From an optimization exercise on the open Yosys and OpenROAD flow, aimed at small area; shortcuts taken in it are not production practice. Function was checked by simulation only, so behaviour that the tests miss may differ from the original.

File: design/flow/config.mk
export PLATFORM = sky130hd
export DESIGN_NAME = fir_lowpass
export DESIGN_NICKNAME = fir_lowpass
export VERILOG_FILES = /design/flow/design.v
export SDC_FILE = /design/flow/constraint.sdc
export NUM_CORES = 4
export LEC_CHECK = 0
export CAP_MARGIN = 20
export CORE_MARGIN = 2
export CORE_UTILIZATION = 40
export SLEW_MARGIN = 20
File: design/flow/constraint.sdc
create_clock -name core_clock -period 20.0 [get_ports {clock}]
set_input_delay 4.0000 -clock core_clock [delete_from_list [all_inputs] [get_ports {clock}]]
set_output_delay 4.0000 -clock core_clock [all_outputs]
set_load 0.01 [all_outputs]
File: design/flow/design.v
`default_nettype none
module fir  
 #(parameter n = 10,
             w = 16)
  (input  logic clock, reset,
   input  logic [w-1:0] xin,
   input  logic [n*w-1:0] taps,  
   output logic [w-1:0] y);
    logic [w-1:0] x[n-1:0];
    logic [2*w-1:0] y_comb[n:0];
    always_ff @(posedge clock) begin
        if (reset) begin
            for (int i = 0; i < n; i = i+1)
                x[i] <= 0;
            y <= 0;
        end
        else begin
            for (int i = 1; i < n; i = i+1)
                x[i] <= x[i-1];
            x[0] <= xin;
            y <= y_comb[n][w-1:0];
        end
    end
    always_comb begin
        y_comb[0] = 32'b0;
        for (int i = 0; i < n; i = i+1) begin
            if (x[i] >= 16'h8000)  
                y_comb[i+1] = y_comb[i] - (((16'hffff - x[i] + 16'b1) * taps[i*w +: w]) >> 15);
            else
                y_comb[i+1] = y_comb[i] + ((x[i] * taps[i*w +: w]) >> 15);
        end
    end
endmodule
`default_nettype none
module fir_lowpass
  (input  logic clock, reset,
   input  logic [15:0] xin,
   output logic [15:0] y);
    localparam logic [159:0] TAPS = {16'hF85, 16'h79E, 16'h8D8, 16'h9C0, 16'hA3C,
                                     16'hA3C, 16'h9C0, 16'h8D8, 16'h79E, 16'hF85};
    fir #(10, 16) dut (.clock(clock), .reset(reset), .xin(xin), .taps(TAPS), .y(y));
endmodule
File: design/flow/run.sh
#!/bin/bash
# synth_recipe.tcl (not shown) runs the flow's synth.tcl, then flattens the netlist and writes it again
# the make line also repeats each setting of config.mk as NAME=value (left out here)
make -C /OpenROAD-flow-scripts/flow DESIGN_CONFIG=/design/flow/config.mk WORK_HOME=/design/flow/orfs CLKGATE_MAP_FILE= SYNTH_SCRIPT=/design/flow/synth_recipe.tcl finish
==> run summary <==
EDFF count, synth=0; Crit path top cell by count=xnor2_1; Final nets=10.4k; f_max=0.0624 GHz; clk sink count=176; HP Start=dut.x[2][12]; Post-Syn Instances=7686; CP required=20.41 ns; first-pass detailed-route iteration total=5; syn_nets=10.4k; CTS tree=yes; buffer levels on the longest clock path=2; most frequently used flop master after synthesis=dfxtp_1; Tmin final=16.03 ns; WL final=161000 um; Hold Vio Cnt, Final=0; PortBufs=33; Vias/cell=5.03; post-synth top area share=31.3%; Area contributors post-synth=ha_1, fa_1, inv_1, xnor2_1, dfxtp_1; Die W=424 um; Avg Synthesized Cell Area=9.18 um^2; setup TNS=0 ns; gr ovfl total=0; outcome=timing/DRC/antenna clean; crit path from=dut.x[0][2]; DRC Markers=0; FFs w/ async S/R, synth=0%; clock slew at the register clock pins of the worst setup and hold paths=0.10 ns; Worst R2R Path Depth=62; violation count after the first detailed-route iteration=2053; CP Launch Type=register; r2r setup slk=3.97 ns; Slew headroom=28.7%; placed cell area=73700 um^2; Ys Warns=3; final instance area=74200 um^2; pre-CTS WS=4.16 ns; Num CTS Buffers=17; RR Endpoint=dut.y[15]; CP max stage delay=0.76 ns; WHS Path Cells=2; Gates resized, CTS repair=0; Worst Path Max Fanout=10; post-layout util=42.2%; final hold slack=0.628 ns; Cell variety after synth=99; count leader, synth=ha_1; worst skew pair latency=0.56 ns; worst-margin pin slew=1.07 ns; Routed Antenna Nets=0; first-pass GRT wire length=272000 um; Area Growth Syn to Fin=5.20%; HPWL after detailed placement=143000 um; total number of vias=50.4k; Core Region=176000 um^2; row count=154; initial antenna violation count=0; htree depth=4; number of max-cap violations=0; CTS root buf=clkbuf_16; Ports=34; HP Class=reg -> reg; number of global-route vias before repair=53.9k; post-synthesis sequential area ratio=4.99%; final worst path period share=80.1%; post-route insts no fill=10.0k; Initial Utilization=40.1%; largest net degree at the start of global routing=114; Synth area leader=ha_1; max-slew violation count=0; synth cell count leaders=ha_1, inv_1, fa_1; WL/cell=16.0 um; Slowest-stage cell, CP=a2111oi_0; Mapped Area=70500 um^2; unrepaired setup endpoints after global routing=no; crit path DAT=16.44 ns; # setup viols final=0; Final Wtd Congestion=0.881; Die ar.=180000 um^2; Crit. End Element=register; placed cell count=9995; CP endpoint=dut.y[15]; postcts setup bufs=0; Max Clock Skew=0.0285 ns; share of cells above drive strength 1=1.60%; FF+latch count, synth=176; FF-to-FF Start=dut.x[0][2]; Hold-fix buffers, CTS=0; Die Height=424 um; setup ws final=3.97 ns; critical path class=reg -> reg; gr usage total=18.5%
## critical path: cells and delay by family (launching register included)
family	cells	cell delay, ns
flops	1	0.66
buf+inv	3	0.33
xor+xnor	15	3.53
simple gates	12	2.21
compound gates	17	3.73
fa+ha+maj	15	5.40
## kinds of logic (layout without fill, tap and decap cells)
| logic type | Yosys count | in the layout | synth area share, % |
|---|---|---|---|
| xor+xnor | 559 | 559 | 7.03 |
| mux | 27 | 27 | 0.396 |
| buf+inv | 1671 | 1672 | 8.90 |
| flops | 176 | 176 | 4.99 |
| other cells | 0 | 1 | 0 |
| fa+ha+maj | 2731 | 2731 | 58.7 |
| compound gates | 1100 | 1100 | 10.2 |
| simple gates | 1422 | 1422 | 9.69 |
## final cells by class
class / instances / area, um^2
multi-input combinational: 5839 / 60800
tap: 2340 / 2930
clock inverter: 14 / 128
clock buffer: 18 / 429
fill: 17400 / 102000
timing repair buffer: 57 / 512
sequential: 176 / 3520
inverter: 1583 / 5940
antenna: 1 / 2.50
## flip-flops by register name (all words and copies together), names as in the netlist
register and count:
dut.y 16, dut.x 160
## cell usage in the layout (no fill, tap or decap), types with 32 or more instances in the layout
| cell type | count |
|---|---|
| nor2b_1 | 80 |
| o21ai_1 | 32 |
| fa_1 | 969 |
| nand2b_1 | 65 |
| dfxtp_1 | 176 |
| ha_1 | 1762 |
| nor3_1 | 118 |
| xnor2_1 | 431 |
| a21o_1 | 122 |
| o21ai_0 | 217 |
| xor2_1 | 123 |
| and3_1 | 64 |
| o21a_1 | 54 |
| inv_1 | 1581 |
| nor2_1 | 452 |
| or3_1 | 36 |
| a211oi_1 | 36 |
| o21bai_1 | 41 |
| a31oi_1 | 46 |
| nand2_1 | 318 |
| a21oi_1 | 293 |
| clkdlybuf4s50_1 | 32 |
| and2_1 | 38 |
| nand3_1 | 102 |
## worst min-delay path by stage
| stage | end | slack [ns] |
|---|---|---|
| 3_5_place_dp | dut.x[3][10] | 0.63 |
| 4_1_cts | dut.x[3][12] | 0.63 |
| 6_report | dut.x[3][12] | 0.63 |
| 2_1_floorplan | dut.x[3][1] | 0.52 |
| 5_1_grt | dut.x[3][12] | 0.65 |
| 3_3_place_gp | dut.x[3][10] | 0.62 |
## layer usage
layer / up-vias / track usage [%] / share of wire (%)
li1: 25200 / - / -
met2: 547 / 34.1 / 51
met5: - / 0 / 0
met1: 24600 / 23.1 / 44
met4: 0 / 5.05 / 2.6
met3: 154 / 1.40 / 1.8

what the ideal ports hide:
The flow's constraints put no driver on any port. The routed layout listed below was extracted and timed again, unchanged, in two steps.
Step 1 assumes that a clkbuf_16 drives the clock port and a buf_2 every other input.
Step 2 adds t to the input delays and takes it off the output delays; t is the mean of the earliest and latest rising clock arrival at the registers after step 1. Input paths then give back, and output paths get back, about the clock's delay inside the block.
Slacks: ideal ports / drivers / drivers and shift; pairs: ideal ports / drivers.
t (ns): 0.629
setup WS [ns]: 3.972 / 3.972 / 3.972
latest minus earliest clock arrival (ns): 0.029 / 0.029
slew at the worst register clock pin (ns): 0.10 / 0.10
After both steps setup and hold are still met in this run. The setup slack of this run moves by 0.000 ns with the drivers and by 0.000 ns with both steps.
